This is an optimization exercise on Yosys and OpenROAD, whose aim is small area, not a production implementation.
The RTL was checked by simulation tests, not by an equivalence proof against the original design.
Power and IR drop assume default switching activity.

== north ==
Design snn_top, start of the top module:
module snn_top #(
parameter ACT_PER_ADDR = 1,
parameter BW_PER_ACT = 1
)
(
    input                  clk,           
    input                  srstn,         
    input                  encode_input,  
    input                  en_compute_FC1,  
    input                  en_compute_FC2,  
    output sram_wen_a,
    output sram_wen_b,
    output [20:0] sram_addr_a,
    output [9:0] sram_addr_b,
    input [ACT_PER_ADDR*BW_PER_ACT-1:0] sram_rdata_a,
    input [ACT_PER_ADDR*BW_PER_ACT-1:0] sram_rdata_b,
    output [ACT_PER_ADDR*BW_PER_ACT-1:0] sram_wdata_a,
    output [ACT_PER_ADDR*BW_PER_ACT-1:0] sram_wdata_b,
    input [17:0]                              sram_raddr_weight,  
    input [7:0]                               sram_rdata_weight,  
    output                                    en_compute_FC1_finish,
    output                                    en_compute_FC2_finish
);
Size: roughly 1000 cells after synthesis, ~560 flip-flops.
==> flow/config.mk <==
export PLATFORM = sky130hd
export DESIGN_NAME = snn_top
export DESIGN_NICKNAME = snn_top
export VERILOG_FILES = /design/flow/design.v
export SDC_FILE = /design/flow/constraint.sdc
export NUM_CORES = 4
export LEC_CHECK = 0
export CAP_MARGIN = 20
export CORE_MARGIN = 2
export CORE_UTILIZATION = 65
export PLACE_DENSITY = 0.8
export SLEW_MARGIN = 20
==> flow/constraint.sdc <==
create_clock -name core_clock -period 14.0 [get_ports {clk}]
set_input_delay 2.8000 -clock core_clock [delete_from_list [all_inputs] [get_ports {clk}]]
set_output_delay 2.8000 -clock core_clock [all_outputs]
set_load 0.01 [all_outputs]
standard.sh (not shown) runs the stock make flow with config.mk's settings and CLKGATE_MAP_FILE= SYNTH_SCRIPT=/design/flow/synth_recipe.tcl, a recipe that flattens the netlist after the stock synthesis.
==> flow/flow/run.sh <==
#!/bin/bash
# The standard layout (standard.sh: ORFS synthesis and steps) with these changes:
#  - synthesis: synth_recipe.tcl as given, plus flow/abc_override.tcl, which maps the
#    combinational logic with the area-oriented ABC script flow/area.abc (amap) instead of
#    ORFS's speed script; the adders are left to ABC too (ADDER_MAP_FILE empty: no
#    extract_fa / half- and full-adder cell mapping before ABC);
#    yosys synth still runs with -nofsm -noshare, and flattening and renaming are the standard flow's;
#  - CTS: clock buffers up to clkbuf_8, sink clusters of up to 16 flip-flops within 80 um,
#    and no dummy loads on the leaf nets;
#  - port buffers: sky130_fd_sc_hd__buf_1 instead of the flow's default pick;
#  - the buffers synthesis inserts are removed at floorplan (REMOVE_ABC_BUFFERS); placement's
#    repair_design then buffers whatever still needs it.
# All of make's output goes to flow_make.log in the work folder (ORFS's per-step logs are
# under orfs/logs/).
set -euo pipefail
{ head -n 1 synth_recipe.tcl; cat flow/abc_override.tcl; tail -n +2 synth_recipe.tcl; } > my_synth.tcl
sed "s#SYNTH_SCRIPT=[^ ]*synth_recipe.tcl'\?#SYNTH_SCRIPT=$PWD/my_synth.tcl#" standard.sh > my_standard.sh
grep -q "SYNTH_SCRIPT=$PWD/my_synth.tcl" my_standard.sh
export CTS_ARGS="-sink_clustering_enable -repair_clock_nets -dont_use_dummy_load -sink_clustering_size 16 -sink_clustering_max_diameter 80 -buf_list {sky130_fd_sc_hd__clkbuf_1 sky130_fd_sc_hd__clkbuf_2 sky130_fd_sc_hd__clkbuf_4 sky130_fd_sc_hd__clkbuf_8}"
export BUFFER_PORTS_ARGS="-buffer_cell sky130_fd_sc_hd__buf_1"
export REMOVE_ABC_BUFFERS=1
export MY_AREA_ABC="$PWD/flow/area.abc"
export ADDER_MAP_FILE=
bash my_standard.sh > flow_make.log 2>&1
==> flow/flow/abc_override.tcl <==
# Map the combinational logic with an area-oriented ABC script (flow/area.abc) in place
# of ORFS's speed script. Only the abc call changes: flip-flop mapping, register names,
# flattening and renaming stay as in the standard flow's synthesis.
proc abc {args} {
  set out {}
  set skip 0
  foreach a $args {
    if {$skip} { set skip 0; continue }
    if {$a eq "-script" || $a eq "-D" || $a eq "-constr"} { set skip 1; continue }
    lappend out $a
  }
  yosys abc {*}$out -script $::env(MY_AREA_ABC)
}
==> flow/flow/area.abc <==
strash; ifraig; scorr; dc2; strash; dc2; strash; dch -f; amap; topo
north: PASS, flow complete, no timing, DRC or antenna violations
What south does differently from north at the input level:
Settings: swapping 65 for 80 in CORE_UTILIZATION; swapping 0.8 for 0.9 in PLACE_DENSITY.
==> flow/flow/run.sh <==
#!/bin/bash
# Standard layout (the standard.sh: standard synthesis and ORFS steps) with these
# options changed:
#  - CTS: clock buffers up to clkbuf_8, sink clusters of up to 16 flip-flops within 80 um,
#    and no dummy loads on the leaf nets;
#  - port buffers: sky130_fd_sc_hd__buf_1 instead of the flow's default pick;
#  - the buffers ABC inserts are removed at floorplan (REMOVE_ABC_BUFFERS); placement's
#    repair_design then buffers whatever still needs it.
# All of make's output goes to flow_make.log in the work folder (ORFS's per-step logs are
# under orfs/logs/).
set -euo pipefail
export CTS_ARGS="-sink_clustering_enable -repair_clock_nets -dont_use_dummy_load -sink_clustering_size 16 -sink_clustering_max_diameter 80 -buf_list {sky130_fd_sc_hd__clkbuf_1 sky130_fd_sc_hd__clkbuf_2 sky130_fd_sc_hd__clkbuf_4 sky130_fd_sc_hd__clkbuf_8}"
export BUFFER_PORTS_ARGS="-buffer_cell sky130_fd_sc_hd__buf_1"
export REMOVE_ABC_BUFFERS=1
bash standard.sh > flow_make.log 2>&1
removed: flow/flow/abc_override.tcl
removed: flow/flow/area.abc
- north → south: worst hold slack across all endpoints up 0.030 ns; final design area excluding fillers went up by 720 µm²; global-route usage now larger; layout inverter count without the clock tree decreased 54; final setup slack of the worst path shows an increase of 0.32 ns.
- Setup TNS after final layout: north vs south identical
> inputs changed (south -> east)
Settings: a change of PLACE_DENSITY from 0.9 to 0.8; a change of CORE_UTILIZATION from 80 to 65.
==> flow/flow/run.sh <==
#!/bin/bash
# The standard layout (standard.sh: ORFS synthesis and steps) with these changes:
#  - synthesis: synth_recipe.tcl as given, plus flow/abc_override.tcl, which maps the
#    combinational logic with ABC's default (area) script instead of ORFS's speed script;
#    yosys synth still runs with -nofsm -noshare, and flattening and renaming are the standard flow's;
#  - CTS: clock buffers up to clkbuf_8, sink clusters of up to 16 flip-flops within 80 um,
#    and no dummy loads on the leaf nets;
#  - port buffers: sky130_fd_sc_hd__buf_1 instead of the flow's default pick;
#  - the buffers synthesis inserts are removed at floorplan (REMOVE_ABC_BUFFERS); placement's
#    repair_design then buffers whatever still needs it.
# All of make's output goes to flow_make.log in the work folder (ORFS's per-step logs are
# under orfs/logs/).
set -euo pipefail
{ head -n 1 synth_recipe.tcl; cat flow/abc_override.tcl; tail -n +2 synth_recipe.tcl; } > my_synth.tcl
sed "s#SYNTH_SCRIPT=[^ ]*synth_recipe.tcl'\?#SYNTH_SCRIPT=$PWD/my_synth.tcl#" standard.sh > my_standard.sh
grep -q "SYNTH_SCRIPT=$PWD/my_synth.tcl" my_standard.sh
export CTS_ARGS="-sink_clustering_enable -repair_clock_nets -dont_use_dummy_load -sink_clustering_size 16 -sink_clustering_max_diameter 80 -buf_list {sky130_fd_sc_hd__clkbuf_1 sky130_fd_sc_hd__clkbuf_2 sky130_fd_sc_hd__clkbuf_4 sky130_fd_sc_hd__clkbuf_8}"
export BUFFER_PORTS_ARGS="-buffer_cell sky130_fd_sc_hd__buf_1"
export REMOVE_ABC_BUFFERS=1
bash my_standard.sh > flow_make.log 2>&1
==> flow/flow/abc_override.tcl (new file) <==
# Map the combinational logic with ABC's default script for a liberty library (area
# oriented, no delay target) in place of ORFS's speed script. Only the abc call changes:
# flip-flop mapping, register names, flattening and renaming stay as in the standard flow's synthesis.
proc abc {args} {
  set out {}
  set skip 0
  foreach a $args {
    if {$skip} { set skip 0; continue }
    if {$a eq "-script" || $a eq "-D" || $a eq "-constr"} { set skip 1; continue }
    lappend out $a
  }
  yosys abc {*}$out
}
Results
Compared with south, in east part of the power in the clock network roughly the same, part of the cycle the worst path needs lower.
In the tables for east and south, wire length after detailed routing reads higher with south.
Per the comparison of east with south, routed via count lost 1182; post-synthesis instance area lower; die area now larger; worst hold slack decreased 0.037 ns; number of standard cells in the final layout excluding fillers shows an increase of 28.
diff inputs: east => west
diff --git a/flow/flow/run.sh b/flow/flow/run.sh
--- a/flow/flow/run.sh
+++ b/flow/flow/run.sh
@@ -3,5 +3,7 @@
 #  - synthesis: synth_recipe.tcl as given, plus flow/abc_override.tcl, which maps the
-#    combinational logic with ABC's default (area) script instead of ORFS's speed script;
+#    combinational logic with the area-oriented ABC script flow/area.abc (amap) instead of
+#    ORFS's speed script; the adders are left to ABC too (ADDER_MAP_FILE empty: no
+#    extract_fa / half- and full-adder cell mapping before ABC);
 #    yosys synth still runs with -nofsm -noshare, and flattening and renaming are the standard flow's;
-#  - CTS: clock buffers up to clkbuf_8, sink clusters of up to 16 flip-flops within 80 um,
+#  - CTS: clock buffers up to clkbuf_8, sink clusters of up to 20 flip-flops within 50 um,
 #    and no dummy loads on the leaf nets;
@@ -16,5 +18,7 @@
 grep -q "SYNTH_SCRIPT=$PWD/my_synth.tcl" my_standard.sh
-export CTS_ARGS="-sink_clustering_enable -repair_clock_nets -dont_use_dummy_load -sink_clustering_size 16 -sink_clustering_max_diameter 80 -buf_list {sky130_fd_sc_hd__clkbuf_1 sky130_fd_sc_hd__clkbuf_2 sky130_fd_sc_hd__clkbuf_4 sky130_fd_sc_hd__clkbuf_8}"
+export CTS_ARGS="-sink_clustering_enable -repair_clock_nets -dont_use_dummy_load -sink_clustering_size 20 -sink_clustering_max_diameter 50 -buf_list {sky130_fd_sc_hd__clkbuf_1 sky130_fd_sc_hd__clkbuf_2 sky130_fd_sc_hd__clkbuf_4 sky130_fd_sc_hd__clkbuf_8}"
 export BUFFER_PORTS_ARGS="-buffer_cell sky130_fd_sc_hd__buf_1"
 export REMOVE_ABC_BUFFERS=1
+export MY_AREA_ABC="$PWD/flow/area.abc"
+export ADDER_MAP_FILE=
 bash my_standard.sh > flow_make.log 2>&1
==> flow/flow/abc_override.tcl <==
# Map the combinational logic with an area-oriented ABC script (flow/area.abc) in place
# of ORFS's speed script. Only the abc call changes: flip-flop mapping, register names,
# flattening and renaming stay as in the standard flow's synthesis.
proc abc {args} {
  set out {}
  set skip 0
  foreach a $args {
    if {$skip} { set skip 0; continue }
    if {$a eq "-script" || $a eq "-D" || $a eq "-constr"} { set skip 1; continue }
    lappend out $a
  }
  yosys abc {*}$out -script $::env(MY_AREA_ABC)
}
==> flow/flow/area.abc (new file) <==
strash; ifraig; scorr; dc2; strash; dc2; strash; dch -f; amap; topo
### Flow results
[compare] base=east new=west: data arrival time of the critical path now larger, power drawn by the combinational cells now smaller, wire length now larger, share of total power in combinational logic now smaller.
Summary of west over east: normalized max-slew margin fell 6.7 points, global-route wire length before repair moved up, number of inverters outside the clock class in the layout shows an increase of 200%, number of gates resized after CTS did not really move.
Comparing west with east, the routed length on met1 came out essentially unchanged.
Summary of west over east: power dropped 2.4%, maximum number of pins on one net before global-route repair -5.

==> what the ideal ports hide <==
In the flow no input, the clock included, has a driving cell. The finished layouts below were timed again as built, in two steps.
Step 1 assumes that a clkbuf_16 drives the clock port and a buf_2 every other input.
Step 2 also shifts input and output timing later by t, the mid clock arrival at the registers, as if the neighbouring blocks saw the same clock.
Slacks: ideal ports / drivers / drivers and shift; pairs: ideal ports / drivers.
run | shift t [ns] | slack for setup (ns) | worst hold slack (ns)
north | 0.570 | 5.827 / 5.791 / 5.442 | 0.292 / 0.292 / 0.292
south | 0.565 | 6.151 / 6.113 / 6.108 | 0.322 / 0.322 / 0.322
east | 0.583 | 6.311 / 6.299 / 5.747 | 0.285 / 0.285 / 0.285
west | 0.565 | 5.575 / 5.593 / 5.028 | 0.277 / 0.277 / 0.277
After both steps setup and hold are still met in every run listed. The setup slack of east, which loses most, moves by -0.012 ns with the drivers and by -0.564 ns with both steps.
